Context: an optimization exercise on an open-source flow, tuned for small area. The choices shown serve that exercise and are no tape-out recipe. Where RTL was checked, it was by simulation tests only, not by an equivalence proof against the original. The RTL of runs 2 and 3 was laid out without a check of its function.

==> flow/design.v (outline; a module is shown in full before it is edited, if it fits) <==
// module ResonantLowPassFilter: 2312 lines
// module rlpf_fa: 4 lines
// module rlpf_ha: 4 lines
// module rlpf_xnor: 3 lines
// module rlpf_or: 3 lines
module ResonantLowPassFilter(
    input clk,
    input signed [15:0] audio_in,
    input signed [15:0] cutoff,
    input signed [15:0] resonance,
    input signed [15:0] gain,
    input reset_n,
    output reg signed [15:0] filtered_audio
);
  // ...
==> flow/flow/run.sh <==
#!/bin/bash
# The standard layout, with the smallest buffer on the ports and a clock
# tree without dummy loads.
set -euo pipefail
bash standard.sh \
  "BUFFER_PORTS_ARGS=-buffer_cell sky130_fd_sc_hd__buf_1" \
  "CTS_ARGS=-sink_clustering_enable -repair_clock_nets -dont_use_dummy_load -buf_list {sky130_fd_sc_hd__clkbuf_4 sky130_fd_sc_hd__clkbuf_8}" \
  finish > standard_flow.log 2>&1
==> flow/standard.sh <==
#!/bin/bash
# synth_recipe.tcl (not shown) runs the flow's synth.tcl, then flattens the netlist and writes it again
# the make line also repeats each setting of config.mk as NAME=value (left out here)
make -C /OpenROAD-flow-scripts/flow DESIGN_CONFIG=/design/flow/config.mk WORK_HOME=/design/flow/orfs CLKGATE_MAP_FILE= SYNTH_SCRIPT=/design/flow/synth_recipe.tcl "${@:-finish}"
==> flow/config.mk <==
export PLATFORM = sky130hd
export DESIGN_NAME = ResonantLowPassFilter
export DESIGN_NICKNAME = ResonantLowPassFilter
export VERILOG_FILES = /design/flow/design.v
export SDC_FILE = /design/flow/constraint.sdc
export NUM_CORES = 4
export LEC_CHECK = 0
export ABC_AREA = 1
export CAP_MARGIN = 20
export CORE_MARGIN = 2
export CORE_UTILIZATION = 60
export CTS_BUF_LIST = sky130_fd_sc_hd__clkbuf_4 sky130_fd_sc_hd__clkbuf_8
export SLEW_MARGIN = 20
export SYNTH_HIERARCHICAL = 1
==> flow/constraint.sdc <==
create_clock -name core_clock -period 7.0 [get_ports {clk}]
set_input_delay 1.4000 -clock core_clock [delete_from_list [all_inputs] [get_ports {clk}]]
set_output_delay 1.4000 -clock core_clock [all_outputs]
set_load 0.01 [all_outputs]
==> summary.txt, run 1 <==
crit path time final: 6.468 ns
Syn Nets: 1,908
pin count of the biggest net entering global routing: 65
warnings from Yosys: 7
slew margin rel.: 44.71%
sequential cell count: 96
Clock-cell share: 0.8342%
placement row count: 56
Top delay family on crit path: adder cells
number of max-cap violations: 0
Total GRT Usage: 31.13%
initial antenna violation count: 0
Synth top cells by count: 287 x xor2_1, 239 x o22ai_1, 190 x fa_1
main combinational cell family by area after synthesis: adder cells
RSZ-0062 raised after global routing: false
WL met1: 16,050 um
core area: 23,330 um^2
status: finished clean
Multi-In Gates: 1,200
Synth area leader: fa_1
CTS Sinks: 96
worst hold path class: flip-flop to flip-flop
register area: 2271 um^2
HPWL Detailed: 28,250 um
routed vias/inst: 5.996
top-count cell post-synth: xor2_1
crit path buf inv count: 1
clock buffers: 9
Most Crowded Layer GR: met2
area of the multi-input gates: 11,010 um^2
top routing layer in use: met4
==> inputs of run 2 (changes only) <==
--- a/flow/design.v
+++ b/flow/design.v
@@ -2,21 +2,22 @@
     input clk,
     input signed [15:0] audio_in,
     input signed [15:0] cutoff,
     input signed [15:0] resonance,
     input signed [15:0] gain,
     input reset_n,
     output reg signed [15:0] filtered_audio
 );
-    reg signed [15:0] state, nfeedback, sum_reg;    
+    reg signed [15:0] state, nfeedback;    
+    reg signed [16:0] sum_reg;    
     reg signed [15:0] alpha, beta;
+    genvar i;
     wire [16:0] sx = {state, 1'b0};
     wire [7:0] neg, one, two, nz;
-    genvar i;
     generate for (i = 0; i < 8; i = i + 1) begin : enc
         assign neg[i] = sx[2*i+2];
         assign one[i] = sx[2*i+1] ^ sx[2*i];
         assign two[i] = (sx[2*i+2] & ~sx[2*i+1] & ~sx[2*i]) | (~sx[2*i+2] & sx[2*i+1] & sx[2*i]);
         assign nz[i]  = one[i] | two[i];
     end endgenerate
     wire s_min = state[15] & ~|state[14:0];
     wire ca = s_min & alpha[15] & ~|alpha[14:0];
@@ -2295,23 +2296,23 @@
     always @(posedge clk) begin
         alpha <= cutoff;
         beta  <= resonance;
     end
     always @(posedge clk or negedge reset_n) begin
         if (!reset_n) begin
             state <= 16'sd0;
             nfeedback <= 16'hffff;
-            sum_reg <= 16'sd0;
+            sum_reg <= 17'sd0;
             filtered_audio <= 16'sd0;
         end else begin
             nfeedback <= nfb_new;
             state <= sat17(st_full);
-            sum_reg <= sat17(fa_full);
-            filtered_audio <= sum_reg;
+            sum_reg <= fa_full;
+            filtered_audio <= sat17(sum_reg);
         end
     end
 endmodule
 module rlpf_fa(input a, input b, input c, output s, output co);
     assign s = a ^ b ^ c;
     assign co = (a & b) | (a & c) | (b & c);
 endmodule
 module rlpf_ha(input a, input b, output s, output co);
==> flow/flow/run.sh (replaced) <==
#!/bin/bash
# The standard layout, with the smallest buffer on the ports and a clock
# tree without dummy loads.
set -euo pipefail
bash standard.sh \
  "BUFFER_PORTS_ARGS=-buffer_cell sky130_fd_sc_hd__buf_1" \
  "CTS_ARGS=-sink_clustering_enable -repair_clock_nets -dont_use_dummy_load -buf_list {sky130_fd_sc_hd__clkbuf_8 sky130_fd_sc_hd__clkbuf_16}" \
  finish > standard_flow.log 2>&1
==> run 2 against run 1 <==
Still clean. Sequential cell count is 1 higher. Worst hold slack improved by 0.087 ns. Synthesized cell count is 0.91% higher. Die area up 0.28%. Global-route usage rose by 0.066 points. Synthesized area is 0.28% higher. Non-clock buffer count up 1. Worst setup slack gained 0.63 ns. Core utilization up 0.50 points. Largest cell class unchanged.
==> summary.txt, run 2 <==
status: finished clean
register area: 2296 um^2 (+1.1%)
Post-CTS Setup Bufs: 0
Syn Nets: 1,924 (+0.84%)
compound-cell area share of the yosys netlist: 14.02%
fmax: 0.1712 GHz
initial antenna violation count: 0 (unchanged)
FF+latch count, synth: 97
Synth top area share: 26.71%
Clock Root Buffer: clkbuf_16
Reg clk slew, reported paths: 0.09 ns
area of the multi-input gates: 11,020 um^2 (about the same)
R2R depth: 22
final hold vios: 0
smallest hold slack: 0.4412 ns
fraction of layout instances using a drive strength above 1: 6.534%
Hold-fix buffers, CTS: 0
n_diodes: 0
port bufs: 80
Slowest cell on crit path: dfrtp_2
H-tree depth: 3
routed vias/inst: 6.033 (+0.62%)
Post-Synth XOR/XNOR Area: 17.71%
total number of vias: 11,340
Mapped Area: 14,240 um^2
Die Area: 24,990 um^2
Die Height: 158.1 um
Async S/R FF share, synth: 67.01%
Unique masters post-synth: 42
number of synthesized flops with an enable pin: 0
setup TNS: 0 ns
Critical Path AT: 6.14 ns
top_reg_cell synth: dfrtp_1
placement row count: 56 (unchanged)
Max Transition Viols Final: 0
pin count of the biggest net entering global routing: 66 (+1.5%)
P&R area growth vs syn: 5.394%
post-synthesis mux area share: 0%
vias in the first global route: 11,290
CP Max Fanout: 18
GP Congestion: 0.9134
Synth area leader: fa_1
main combinational cell family by area after synthesis: adder cells
CP Class: flip-flop to flip-flop
Final period util: 83.45%
total wire length: 37,190 um
Synth top cells by count: 281 x xor2_1, 240 x o22ai_1, 190 x fa_1
Antenna Nets Post-Route: 0
syn avg cell area: 9.171 um^2
Critical Path Start Type: flip-flop
Max Buffers Root-to-Sink: 2
Area contributors post-synth: fa_1 27%, xor2_1 17%, o22ai_1 11%
slew margin rel.: 42.06% (-2.7 points)
final net count: 1,934
CTS resizes: 0
max reg flops: 17
sequential-to-total area share from yosys stat: 16.06%
endpoint class of the critical path: flip-flop
core area: 23,400 um^2 (+0.30%)
DRT Pass-1 Iters: 6
beginning of the worst hold path: sum_reg[5]
final setup vio count: 0
final std cells w/o fill: 1,880
Placed Area: 14,790 um^2
RSZ-0062 raised after global routing: false
crit path time final: 5.842 ns (-0.6264 ns)
design area: 15,010 um^2
Required @ worst endpoint: 7.29 ns
worst hold path class: flip-flop to flip-flop
max incr delay on CP: 0.61 ns
HPWL Detailed: 28,000 um (-0.91%)
area share of fa/ha/maj cells after synthesis: 36.81%
post-synthesis simple-gate area fraction: 8.644%
cts bufs inserted: 9
reg-to-reg critical path endpoint: sum_reg[16]
top-count cell post-synth: xor2_1
placed cells: 1,871
global-route wire length before repair: 60,130 um
most common cell after layout, fill and taps aside: xor2_1
number of max-cap violations: 0 (unchanged)
Gate Count Post-Synth: 1,553
Avg WL per Cell: 19.78 um
CTS Sinks: 97 (+1.0%)
fill count: 2,023
I/O pin count: 82
worst hold endpoint: filtered_audio[5]
starting density of the core: 60.86%
hold path cells: 2
Die Width: 158.1 um
# DRC: 0
Final Skew: 0.02746 ns
CP cell instances: nor2_1 > inv_1 > nand2_1 > o22ai_1 > xor2_1 > fa_1 > fa_1 > fa_1 > fa_1 > ha_1 > a21oi_1 > nor2_1 > a211oi_1 > o221a_2 > nand2_2 > nand2_1 > nand2_2 > nand2_1 > nand2_1 > ha_1 > nor2_1 > xnor2_1
Overflow after GRT: 0
Total GRT Usage: 31.20% (+0.066 points)
warnings from Yosys: 7 (unchanged)
CTS tree: yes
R2R Path Start: state[7]
leading cell types in the layout, fill and taps excluded: 281 x xor2_1, 240 x o22ai_1, 190 x fa_1
R2R setup slack: 1.16 ns
worst-margin pin slew: 0.8691 ns
initial DRC count: 986
Clock Latency Late Sink: 0.37 ns
run 2: worst max-delay path: cells and delay by family (launching register included):
family                     cells  cell delay (ns)
DFF                            1             0.61
xor gates and xnor gates       2             0.39
adders and majority gates      6             2.40
buffers and inverters          1             0.09
AOI/OAI and AO/OA              4             1.19
and+or+nand+nor                9             1.08
run 2: layer usage:
metal / GRT usage [%] / wire [um]
met2: 50.00 / 17440
met5: 0 / 0
met3: 6.406 / 3111
met4: 10.04 / 948
met1: 42.60 / 15680
run 2: cell type report:
cell class	count	share of cell area, %
clock buffers	9	1.500
inverters	133	3.326
repair buffers	114	3.809
well taps	319	2.659
flip-flops and latches	97	15.30
multi-input cells	1208	73.41
run 2: stage by stage:
| step | setup slack, ns | utilization, % |
|---|---|---|
| floorplan | 1.938 | - |
| detailed placement | 1.226 | 63.18 |
| finish | 1.158 | 64.14 |
| CTS | 1.216 | 64.14 |
| global route | 0.8480 | 64.14 |
| global placement | 1.287 | 63.18 |
run 2: how the worst max path moves through the flow:
stage,start,to,cells after the start
floorplan,state[3],sum_reg[16],24
global placement,state[5],nfeedback[12],24
detailed placement,state[7],sum_reg[16],22
CTS,state[7],sum_reg[16],22
global route,state[7],sum_reg[16],22
finish,state[7],sum_reg[16],22
run 2: kinds of logic after synthesis:
logic type | Yosys count
AO/OA/AOI/OAI | 329
XOR/XNOR | 288
adder cells (fa/ha/maj) | 305
buffers and inverters | 248
flip-flops | 97
AND/OR/NAND/NOR | 286
run 2: per-module statistics from Yosys (local to each module, per instance):
module                 flops+latches  copies in the design  cells inside
rlpf_ha                            0                    83             1
ResonantLowPassFilter             97                     1          1280
rlpf_fa                            0                   190             1
==> inputs of run 3 (changes only) <==
==> flow/flow/run.sh (replaced) <==
#!/bin/bash
# The standard layout, with the smallest buffer on the ports and a clock
# tree without dummy loads.
set -euo pipefail
bash standard.sh \
  "BUFFER_PORTS_ARGS=-buffer_cell sky130_fd_sc_hd__buf_1" \
  "CTS_ARGS=-sink_clustering_enable -repair_clock_nets -dont_use_dummy_load -buf_list {sky130_fd_sc_hd__clkbuf_4 sky130_fd_sc_hd__clkbuf_8 sky130_fd_sc_hd__clkbuf_16}" \
  finish > standard_flow.log 2>&1
==> run 3 against run 2 <==
Still clean on timing, DRC and antenna. Core utilization is the same. Sequential cell count is the same. Register-to-register slack is essentially flat. Clock skew is the same. Worst setup slack is the same. Die area is the same. Largest cell class unchanged.
==> summary.txt, run 3 <==
status: finished clean
most common cell after layout, fill and taps aside: xor2_1
setup TNS: 0 ns (unchanged)
sequential-to-total area share from yosys stat: 16.06% (unchanged)
fill count: 2,023 (unchanged)
vias in the first global route: 11,290 (unchanged)
slew margin rel.: 42.06% (unchanged)
starting density of the core: 60.86% (unchanged)
fraction of layout instances using a drive strength above 1: 6.534% (unchanged)
initial DRC count: 986 (unchanged)
total wire length: 37,190 um (unchanged)
Final Skew: 0.02746 ns (unchanged)
Die Area: 24,990 um^2 (unchanged)
Synth top area share: 26.71% (unchanged)
warnings from Yosys: 7 (unchanged)
CP Max Fanout: 18 (unchanged)
global-route wire length before repair: 60,130 um (unchanged)
Max Transition Viols Final: 0 (unchanged)
Overflow after GRT: 0 (unchanged)
Area contributors post-synth: fa_1 27%, xor2_1 17%, o22ai_1 11%
CTS Sinks: 97 (unchanged)
final setup vio count: 0 (unchanged)
register area: 2296 um^2 (unchanged)
Clock Root Buffer: clkbuf_16
RSZ-0062 raised after global routing: false
Reg clk slew, reported paths: 0.09 ns (about the same)
placed cells: 1,871 (unchanged)
Max Buffers Root-to-Sink: 2 (unchanged)
CTS tree: yes
port bufs: 80 (unchanged)
top_reg_cell synth: dfrtp_1
top-count cell post-synth: xor2_1
core area: 23,400 um^2 (unchanged)
Clock Latency Late Sink: 0.37 ns (about the same)
Critical Path AT: 6.14 ns (about the same)
DRT Pass-1 Iters: 6 (unchanged)
Total GRT Usage: 31.20% (unchanged)
R2R setup slack: 1.16 ns (about the same)
Critical Path Start Type: flip-flop
pin count of the biggest net entering global routing: 66 (unchanged)
Synth area leader: fa_1
area of the multi-input gates: 11,020 um^2 (unchanged)
GP Congestion: 0.9134 (unchanged)
total number of vias: 11,340 (unchanged)
worst-margin pin slew: 0.8691 ns (unchanged)
Die Height: 158.1 um (unchanged)
syn avg cell area: 9.171 um^2 (unchanged)
n_diodes: 0 (unchanged)
worst hold path class: flip-flop to flip-flop
Post-CTS Setup Bufs: 0 (unchanged)
Avg WL per Cell: 19.78 um (unchanged)
leading cell types in the layout, fill and taps excluded: 281 x xor2_1, 240 x o22ai_1, 190 x fa_1
Async S/R FF share, synth: 67.01% (unchanged)
CTS resizes: 0 (unchanged)
placement row count: 56 (unchanged)
Syn Nets: 1,924 (unchanged)
final hold vios: 0 (unchanged)
Unique masters post-synth: 42 (unchanged)
routed vias/inst: 6.033 (unchanged)
max reg flops: 17 (unchanged)
fmax: 0.1712 GHz (unchanged)
Synth top cells by count: 281 x xor2_1, 240 x o22ai_1, 190 x fa_1
crit path time final: 5.842 ns (unchanged)
Die Width: 158.1 um (unchanged)
final net count: 1,934 (unchanged)
P&R area growth vs syn: 5.394% (unchanged)
Required @ worst endpoint: 7.29 ns (about the same)
smallest hold slack: 0.4412 ns (unchanged)
Gate Count Post-Synth: 1,553 (unchanged)
Util after Layout: 64.14% (unchanged)
# DRC: 0 (unchanged)
H-tree depth: 3 (unchanged)
FF+latch count, synth: 97 (unchanged)
initial antenna violation count: 0 (unchanged)
Hold-fix buffers, CTS: 0 (unchanged)
cts bufs inserted: 9 (unchanged)
Final period util: 83.45% (unchanged)
final std cells w/o fill: 1,880 (unchanged)
number of max-cap violations: 0 (unchanged)
endpoint class of the critical path: flip-flop
CP Class: flip-flop to flip-flop
Antenna Nets Post-Route: 0 (unchanged)
HPWL Detailed: 28,000 um (unchanged)
Mapped Area: 14,240 um^2 (unchanged)
I/O pin count: 82 (unchanged)
number of synthesized flops with an enable pin: 0 (unchanged)
run 3: cell counts after synthesis:
Identical to the previous run, type by type.
run 3: critical path, stage by stage, from the launching register on:
cell and delay, ns:
dfrtp_2 0.61, nor2_1 0.13, inv_1 0.09, nand2_1 0.41, o22ai_1 0.37, xor2_1 0.26, fa_1 0.49, fa_1 0.43
fa_1 0.54, fa_1 0.42, ha_1 0.35, a21oi_1 0.24, nor2_1 0.06, a211oi_1 0.31, o221a_2 0.27, nand2_2 0.09
nand2_1 0.09, nand2_2 0.06, nand2_1 0.06, nand2_1 0.06, ha_1 0.17, nor2_1 0.12, xnor2_1 0.13
run 3: metal layers:
layer	GRT usage, %	wire [um]	part of all wire, %	up-vias
li1	-	-	-	5227
met1	42.60	15680	42	5559
met2	50.00	17440	47	479
met4	10.04	948	2.5	0
met5	0	0	0	-
met3	6.406	3111	8.4	77
run 3: worst paths after layout:
check                            from           endpoint  cells past startpoint
max                          state[7]        sum_reg[16]                     22
min                        sum_reg[5]  filtered_audio[5]                      2
max reg2reg                  state[7]        sum_reg[16]                     22
min reg2reg                sum_reg[5]  filtered_audio[5]                      2
max in group asynchronous     reset_n           state[5]                      2
min in group asynchronous     reset_n         sum_reg[3]                      2
run 3: kinds of logic (layout without fill, tap and decap cells):
kind of cell,count (synthesis),after routing,synth area share (%)
AOI/OAI and AO/OA,329,329,14.02
adders and majority gates,305,305,36.81
xor gates and xnor gates,288,288,17.71
and+or+nand+nor,286,286,8.644
buffers and inverters,248,256,6.756
DFF,97,97,16.06
run 3: stage by stage:
| stage | area, um^2 | setup slack, ns |
|---|---|---|
| after floorplan | 14240 | 1.938 |
| after global placement | 14790 | 1.287 |
| after detailed placement | 14790 | 1.226 |
| after CTS | 15010 | 1.216 |
| after global routing | 15010 | 0.8480 |
| final | 15010 | 1.158 |
run 3: area by class of cell:
class | instances | area share (%)
Sequential cell | 97 | 15.30
Multi-Input combinational cell | 1208 | 73.41
Clock buffer | 9 | 1.500
Tap cell | 319 | 2.659
Inverter | 133 | 3.326
Timing Repair Buffer | 114 | 3.809
run 3: modules after synthesis, one instance, submodules excluded:
module | flops+latches | copies in the design
ResonantLowPassFilter | 97 | 1
rlpf_fa | 0 | 190
rlpf_ha | 0 | 83

-- static timing again, ports no longer ideal --
The flow's constraints put no driver on any port. The routed layouts listed below were extracted and timed again, unchanged, in two steps. Step 1, drivers: a clkbuf_16 drives clk and a buf_2 each remaining input, both assumed. Step 2 also shifts input and output timing later by t, the mid clock arrival at the registers, as if the neighbouring blocks saw the same clock. a / b / c = no drivers / after step 1 / after step 2; a / b = the first two.
| run | t, ns | setup slack, ns | latest minus earliest clock arrival (ns) |
|---|---|---|---|
| run 1 | 0.422 | 0.532 / 0.532 / 0.532 | 0.047 / 0.047 |
| run 2 | 0.404 | 1.158 / 1.158 / 1.158 | 0.028 / 0.028 |
| run 3 | 0.404 | 1.158 / 1.158 / 1.158 | 0.028 / 0.028 |
After both steps every run listed still meets setup and hold.
